Context: an optimization exercise on an open-source flow, tuned for small area. The choices shown serve that exercise and are no tape-out recipe. The RTL was checked by simulation tests, not by an equivalence proof against the original design. Power figures rest on the tool's default switching activity, not on a simulated workload.

==> run a <==
Design wiv_ex, start of the top module:
module wiv_ex(
    input         clk,
    input         rst,
    input         stall,
    input         flush,
    input         id_valid,
    input  [63:0] id_pc,
    input  [6:0]  id_opcode,
    input  [2:0]  id_funct3,
    input  [6:0]  id_funct7,
    input  [63:0] id_dat_a,
    input  [63:0] id_dat_b,
    input  [4:0]  id_rd,
    input  [11:0] id_csr,
    input         id_we,
    input         id_ld,
    input         id_st,
    input         id_csr_st,
    input         id_amo,
    output        ex_valid,
    output [63:0] ex_pc,
    output [2:0]  ex_funct3,
    output [4:0]  ex_funct5,
    output [63:0] ex_data,
    output [63:0] ex_addr,
    output [4:0]  ex_rd,
    output [11:0] ex_csr,
    output [63:0] ex_csr_data,
    output        ex_we,
    output        ex_ld,
    output        ex_st,
    output        ex_csr_st,
    output        ex_amo
);
==> flow/config.mk <==
export PLATFORM = sky130hd
export DESIGN_NAME = wiv_ex
export DESIGN_NICKNAME = wiv_ex
export VERILOG_FILES = /design/flow/design.v
export SDC_FILE = /design/flow/constraint.sdc
export NUM_CORES = 4
export LEC_CHECK = 0
export ABC_AREA = 1
export CAP_MARGIN = 10
export CORE_MARGIN = 2
export CORE_UTILIZATION = 60
export PLACE_DENSITY = 0.75
export SETUP_SLACK_MARGIN = 0.1
export SLEW_MARGIN = 10
export SYNTH_HIERARCHICAL = 1
export SYNTH_MINIMUM_KEEP_SIZE = 0
==> flow/constraint.sdc <==
create_clock -name core_clock -period 7.0 [get_ports {clk}]
set_input_delay 1.4000 -clock core_clock [delete_from_list [all_inputs] [get_ports {clk}]]
set_output_delay 1.4000 -clock core_clock [all_outputs]
set_load 0.01 [all_outputs]
standard.sh (not shown) runs the stock make flow with config.mk's settings and CLKGATE_MAP_FILE= SYNTH_SCRIPT=/design/flow/synth_recipe.tcl, a recipe that flattens the netlist after the stock synthesis.
==> flow/flow/run.sh <==
#!/bin/bash
# Own layout flow: the standard flow (standard.sh) with these changes:
#  - synthesis (flow/synth.tcl, the standard script with the abc call wrapped) maps
#    the adder module with the standard ABC script and every other module with an
#    area-oriented one (flow/abc_small.script); registers are mapped before ABC,
#    exactly as in the standard synthesis;
#  - the port buffers that placement inserts are sky130_fd_sc_hd__buf_1;
#  - clock tree synthesis uses clkbuf_2 (clkbuf_8 at the root) and no dummy loads.
set -euo pipefail
WORK=$(cd "$(dirname "$0")/.." && pwd)
export MY_ABC_AREA="$WORK/flow/abc_small.script"
export MY_ABC_FAST_MODULES="ex_add64"
export BUFFER_PORTS_ARGS="-buffer_cell sky130_fd_sc_hd__buf_1"
export CTS_ARGS="-sink_clustering_enable -repair_clock_nets -buf_list sky130_fd_sc_hd__clkbuf_2 -root_buf sky130_fd_sc_hd__clkbuf_8 -dont_use_dummy_load"
sed "s#SYNTH_SCRIPT=[^ ]*#SYNTH_SCRIPT=$WORK/flow/synth.tcl#" "$WORK/standard.sh" > "$WORK/own_standard.sh"
bash "$WORK/own_standard.sh" > "$WORK/own_flow.log" 2>&1
==> flow/flow/abc_small.script <==
strash
dch
amap -F 4 -A 10
topo
==> flow/flow/synth.tcl <==
proc synth {args} { yosys synth -nofsm -noshare {*}$args }
proc abc {args} {
  set i [lsearch -exact $args -script]
  if {$i >= 0 && [info exists ::env(MY_ABC_AREA)] && $::env(MY_ABC_AREA) ne ""} {
    set small $args
    lset small [expr {$i + 1}] $::env(MY_ABC_AREA)
    set fast [list]
    foreach m $::env(MY_ABC_FAST_MODULES) {
      lappend fast "=$m"
      if {[llength $fast] > 1} { lappend fast %u }
    }
    if {[llength $fast] > 0} {
      yosys abc {*}$args {*}$fast
      yosys abc {*}$small {*}$fast %n
    } else {
      yosys abc {*}$small
    }
  } else {
    yosys abc {*}$args
  }
}
source $::env(SCRIPTS_DIR)/synth.tcl
# left out here: clear keep_hierarchy, flatten, clean up, hide names made inside functions, write 1_2_yosys.v
==> run b: changes against run a <==
--- a/flow/design.v
+++ b/flow/design.v
@@ -113,50 +113,60 @@
     input  [63:0] p,
     input  [63:0] g,
     input         s_sum,
     input         s_shr,
     input         s_shl,
     input         word,
     input         s_p,
     input         s_g,
-    input         s_bna,
-    input         s_sys,
+    input         s_a,
+    input         s_b,
     input         s_andsx,
     input         lt,
-    output [63:0] y,
-    output [63:0] csr
+    output [63:0] y
 );
     wire ar31 = (s_sum & sum[31]) | (s_shr & z[31]) | (s_shl & z[32]);
     wire ext  = word & ar31;
     wire h_sum = s_sum & ~word;
     wire h_shr = s_shr & ~word;
     wire h_shl = s_shl & ~word;
     wire g_lo  = s_g | s_andsx;
-    wire x_shr = s_shr | (s_andsx & b[5]);
-    wire xh_shr = x_shr & ~word;
-    wire [63:0] r;
+    wire a_hi  = s_a | (s_andsx & b[5]);
     genvar i;
     generate
         for (i = 0; i < 64; i = i + 1) begin : bt
             if (i < 6) begin : lo6
-                assign r[i] = (s_sum & sum[i]) | (s_shr & z[i]) | (s_shl & z[63-i])
-                            | (s_p & p[i]) | (g_lo & g[i]) | (s_bna & p[i] & b[i])
+                assign y[i] = (s_sum & sum[i]) | (s_shr & z[i]) | (s_shl & z[63-i])
+                            | (s_p & p[i]) | (g_lo & g[i]) | (s_a & a[i]) | (s_b & b[i])
                             | ((i == 0) ? lt : 1'b0);
             end else if (i < 32) begin : lo
-                assign r[i] = (s_sum & sum[i]) | (x_shr & z[i]) | (s_shl & z[63-i])
-                            | (s_p & p[i]) | (s_g & g[i]) | (s_bna & p[i] & b[i]);
+                assign y[i] = (s_sum & sum[i]) | (s_shr & z[i]) | (s_shl & z[63-i])
+                            | (s_p & p[i]) | (s_g & g[i]) | (a_hi & a[i]) | (s_b & b[i]);
             end else begin : hi
-                assign r[i] = (h_sum & sum[i]) | (xh_shr & z[i]) | (h_shl & z[63-i]) | ext
-                            | (s_p & p[i]) | (s_g & g[i]) | (s_bna & p[i] & b[i]);
+                assign y[i] = (h_sum & sum[i]) | (h_shr & z[i]) | (h_shl & z[63-i]) | ext
+                            | (s_p & p[i]) | (s_g & g[i]) | (a_hi & a[i]) | (s_b & b[i]);
             end
         end
     endgenerate
-    assign y   = s_sys ? b : r;
-    assign csr = {64{s_sys}} & r;
+endmodule
+module ex_csr(
+    input  [63:0] a,
+    input  [63:0] b,
+    input  [63:0] p,
+    input  [63:0] g,
+    input  [63:0] sum,
+    input         s_a,
+    input         s_bna,
+    input         s_or,
+    input         s_sum,
+    output [63:0] y
+);
+    assign y = ({64{s_a}} & a) | ({64{s_bna}} & p & b) | ({64{s_or}} & (p | g))
+             | ({64{s_sum}} & sum);
 endmodule
 module core_ex(
     input             clk,
     input             rst,
     input             stall,
     input             flush,
     input             id_valid,
     input      [63:0] id_pc,
@@ -245,68 +255,64 @@
     end
     wire [2:0] d_f3 = (opc[1:0] != 2'b11 && (id_ld || id_st) && f3[1]) ? {1'b0, f3[1:0]} : f3;
     wire clr  = rst | flush;
     wire take = !clr && !stall && id_valid;
     wire keep = !clr && stall;
     reg [63:0] a_q;
     reg [2:0]  cl_q;
     reg [2:0]  m_q;
-    reg [1:0]  sub_q;    
-    reg        shf_q;    
-    reg        shl_q;    
-    reg        word_q;   
+    reg        sub_q;    
     wire [63:0] n_pc;
     ex_sel #(.W(64)) u_npc(.k(!clr && (stall || !id_valid)), .t(take), .q(ex_pc), .d(id_pc), .y(n_pc));
     localparam integer NR = 1 + 64 + 64 + 3 + 5 + 5 + 12 + 5;
     wire [NR-1:0] r_q = {ex_valid, a_q, ex_addr, ex_funct3, ex_funct5, ex_rd, ex_csr,
                          ex_we, ex_ld, ex_st, ex_csr_st, ex_amo};
     wire [NR-1:0] r_in = {1'b1, id_dat_a, id_dat_b, d_f3, f7[6:2], id_rd, id_csr,
                           id_we, id_ld, id_st, id_csr_st, id_amo};
     wire [NR-1:0] n_r;
     ex_sel #(.W(NR)) u_nr(.k(keep), .t(take), .q(r_q), .d(r_in), .y(n_r));
-    wire       d_sub = (d_cl == WivDefines::CL_SUM && d_m[0]) || d_cl == WivDefines::CL_CMP;
-    wire       d_shf  = d_cl == WivDefines::CL_SH;
-    wire       d_word = (d_cl == WivDefines::CL_SUM || d_cl == WivDefines::CL_SH) && d_m[1];
-    wire [10:0] n_c;
-    ex_sel #(.W(11)) u_nc(.k(keep), .t(!keep), .q({cl_q, m_q, sub_q, shf_q, shl_q, word_q}),
-                          .d({d_cl, d_m, {2{d_sub}}, d_shf, d_shf & d_m[0], d_word}), .y(n_c));
     always @(posedge clk) begin
         ex_pc <= n_pc;
         {ex_valid, a_q, ex_addr, ex_funct3, ex_funct5, ex_rd, ex_csr,
          ex_we, ex_ld, ex_st, ex_csr_st, ex_amo} <= n_r;
-        {cl_q, m_q, sub_q, shf_q, shl_q, word_q} <= n_c;
+        if (!keep) begin
+            cl_q  <= d_cl;
+            m_q   <= d_m;
+            sub_q <= (d_cl == WivDefines::CL_SUM && d_m[0]) || d_cl == WivDefines::CL_CMP;
+        end
     end
     wire [63:0] a = a_q;
     wire [63:0] b = ex_addr;
     wire c_sum   = cl_q == WivDefines::CL_SUM;
     wire c_sh    = cl_q == WivDefines::CL_SH;
     wire c_cmp   = cl_q == WivDefines::CL_CMP;
     wire c_logic = cl_q == WivDefines::CL_LOGIC;
     wire c_b     = cl_q == WivDefines::CL_B;
     wire c_a     = cl_q == WivDefines::CL_A;
     wire c_andsx = cl_q == WivDefines::CL_ANDSX;
-    wire sub  = sub_q[0];
-    wire word = word_q;
+    wire sub  = sub_q;
+    wire word = (c_sum | c_sh) & m_q[1];
     wire [63:0] sum, p, g;
     wire        co;
-    ex_add64 u_add(.a(a), .b(b ^ {{32{sub_q[1]}}, {32{sub_q[0]}}}), .cin(sub), .s(sum), .co(co), .p(p), .g0(g));
+    ex_add64 u_add(.a(a), .b(b ^ {64{sub}}), .cin(sub), .s(sum), .co(co), .p(p), .g0(g));
     wire [63:0] sh;
-    ex_shift64 u_sh(.a(a), .amt({b[5] & ~word, b[4:0]} & {6{shf_q}}), .left(shl_q),
-                    .word(word), .arith(m_q[2]), .y(sh));
+    ex_shift64 u_sh(.a(a), .amt({b[5] & ~word, b[4:0]}), .left(m_q[0]), .word(word),
+                    .arith(m_q[2]), .y(sh));
     wire lt = c_cmp & ((a[63] ^ b[63]) ? (m_q[0] & a[63]) | (~m_q[0] & b[63]) : ~co);
-    wire [1:0] cf = ex_funct3[1:0];
     ex_res u_res(
         .sum(sum), .z(sh), .a(a), .b(b), .p(p), .g(g),
-        .s_sum(c_sum | (c_b & cf == 2'b00)),
-        .s_shr((shf_q & ~shl_q) | c_a | (c_b & cf == 2'b01)), .s_shl(shl_q),
-        .word(word),
-        .s_p((c_logic & m_q[0]) | (c_b & cf == 2'b10)), .s_g((c_logic & m_q[1]) | (c_b & cf == 2'b10)),
-        .s_bna(c_b & cf == 2'b11), .s_sys(c_b),
-        .s_andsx(c_andsx), .lt(lt), .y(ex_data), .csr(ex_csr_data));
+        .s_sum(c_sum), .s_shr(c_sh & ~m_q[0]), .s_shl(c_sh & m_q[0]), .word(word),
+        .s_p(c_logic & m_q[0]), .s_g(c_logic & m_q[1]), .s_a(c_a), .s_b(c_b),
+        .s_andsx(c_andsx), .lt(lt), .y(ex_data));
+    wire [2:0] cf = ex_funct3;
+    ex_csr u_csr(.a(a), .b(b), .p(p), .g(g), .sum(sum),
+                 .s_a(c_b & cf[1:0] == 2'b01), .s_bna(c_b & cf[1:0] == 2'b11),
+                 .s_or(c_b & cf[1:0] == 2'b10), .s_sum(c_b & cf[1:0] == 2'b00),
+                 .y(ex_csr_data));
 endmodule
 module wiv_ex(
     input         clk,
     input         rst,
     input         stall,
     input         flush,
     input         id_valid,
     input  [63:0] id_pc,
==> flow/flow/run.sh (replaced) <==
#!/bin/bash
# Own layout flow: the standard flow (standard.sh) with two changes:
#  - synthesis (flow/synth.tcl, the standard script with the abc call wrapped) maps
#    the adder module with the standard ABC script and every other module with an
#    area-oriented one (flow/abc_small.script); registers are mapped before ABC,
#    exactly as in the standard synthesis;
#  - the port buffers that placement inserts are sky130_fd_sc_hd__buf_1.
set -euo pipefail
WORK=$(cd "$(dirname "$0")/.." && pwd)
export MY_ABC_AREA="$WORK/flow/abc_small.script"
export MY_ABC_FAST_MODULES="ex_add64"
export BUFFER_PORTS_ARGS="-buffer_cell sky130_fd_sc_hd__buf_1"
sed "s#SYNTH_SCRIPT=[^ ]*#SYNTH_SCRIPT=$WORK/flow/synth.tcl#" "$WORK/standard.sh" > "$WORK/own_standard.sh"
bash "$WORK/own_standard.sh" > "$WORK/own_flow.log" 2>&1
==> flow/config.mk (replaced) <==
export PLATFORM = sky130hd
export DESIGN_NAME = wiv_ex
export DESIGN_NICKNAME = wiv_ex
export VERILOG_FILES = /design/flow/design.v
export SDC_FILE = /design/flow/constraint.sdc
export NUM_CORES = 4
export LEC_CHECK = 0
export ABC_AREA = 1
export CAP_MARGIN = 20
export CORE_MARGIN = 2
export CORE_UTILIZATION = 50
export PLACE_DENSITY = 0.65
export SLEW_MARGIN = 20
export SYNTH_HIERARCHICAL = 1
export SYNTH_MINIMUM_KEEP_SIZE = 0
==> summary.txt <==
Outcome
  – Status: timing/DRC/antenna clean

Synthesis
  – Fraction of the mapped netlist area in adder cells: 8.18%
  – Synth Register Bits: 230
  – Synth top area share: 25.0%

Layout
  – Share of layout cells above drive strength 1: 5.97%
  – Sequential cell area: 0.00467 mm²
  – Signal buf overhead: 12.0%

Clocking
  – H-tree depth: 1
  – Post-CTS setup repair buffer count: 1

Placement
  – Placed instance area: 0.0212 mm²
  – DPL Wire Length: 63400 µm

Power and ir drop
  – Clock-net power: 0.00139 W

Detailed routing
  – Drt pass-1 iters: 13
  – Wire length on met2: 39200 µm

Global routing
  – M3 GR Usage: 10.7%
  – Met1 usage in global routing: 57.1%

STA
  – Min Hold Slack: 0.468 ns

Worst setup path
  – Arrival time worst endpoint: 5.41 ns
[end of results for run b]
==> summary.txt <==
Outcome
  – Status: timing/DRC/antenna clean

Synthesis
  – Synth Register Bits: 234
  – Fraction of the mapped netlist area in adder cells: 8.43%

Detailed routing
  – Wire length on met2: 35500 µm
  – Drt pass-1 iters: 14

Placement
  – DPL Wire Length: 62600 µm
  – Placed instance area: 0.0204 mm²

Layout
  – Sequential cell area: 0.00469 mm²
  – Signal buf overhead: 12.2%
  – Share of layout cells above drive strength 1: 6.18%

Worst setup path
  – Arrival time worst endpoint: 5.42 ns

STA
  – Min Hold Slack: 0.484 ns

Global routing
  – Met1 usage in global routing: 65.2%
  – M3 GR Usage: 21.2%

Power and ir drop
  – Clock-net power: 0.000813 W
[end of results for run a]

## port drivers added, routing unchanged
How much do the figures lean on ideal ports? The routed layouts below were timed once more, with nothing changed but the port constraints. Step 1 assumes that a clkbuf_16 drives the clock port and a buf_2 every other input. Step 2 adds t to the input delays and takes it off the output delays; t is the mean of the earliest and latest rising clock arrival at the registers after step 1. Input paths then give back, and output paths get back, about the clock's delay inside the block. a / b / c = ideal ports / drivers / drivers and shift; a / b = the first two.
run	t, ns	slack for setup (ns)	hold slack, ns	slew at the worst register clock pin (ns)
run a	0.624	0.180 / 0.126 / 0.750	0.484 / 0.484 / 0.484	0.12 / 0.12
run b	0.613	0.194 / 0.138 / 0.751	0.468 / 0.468 / 0.468	0.06 / 0.06
After both steps every run listed still meets setup and hold.
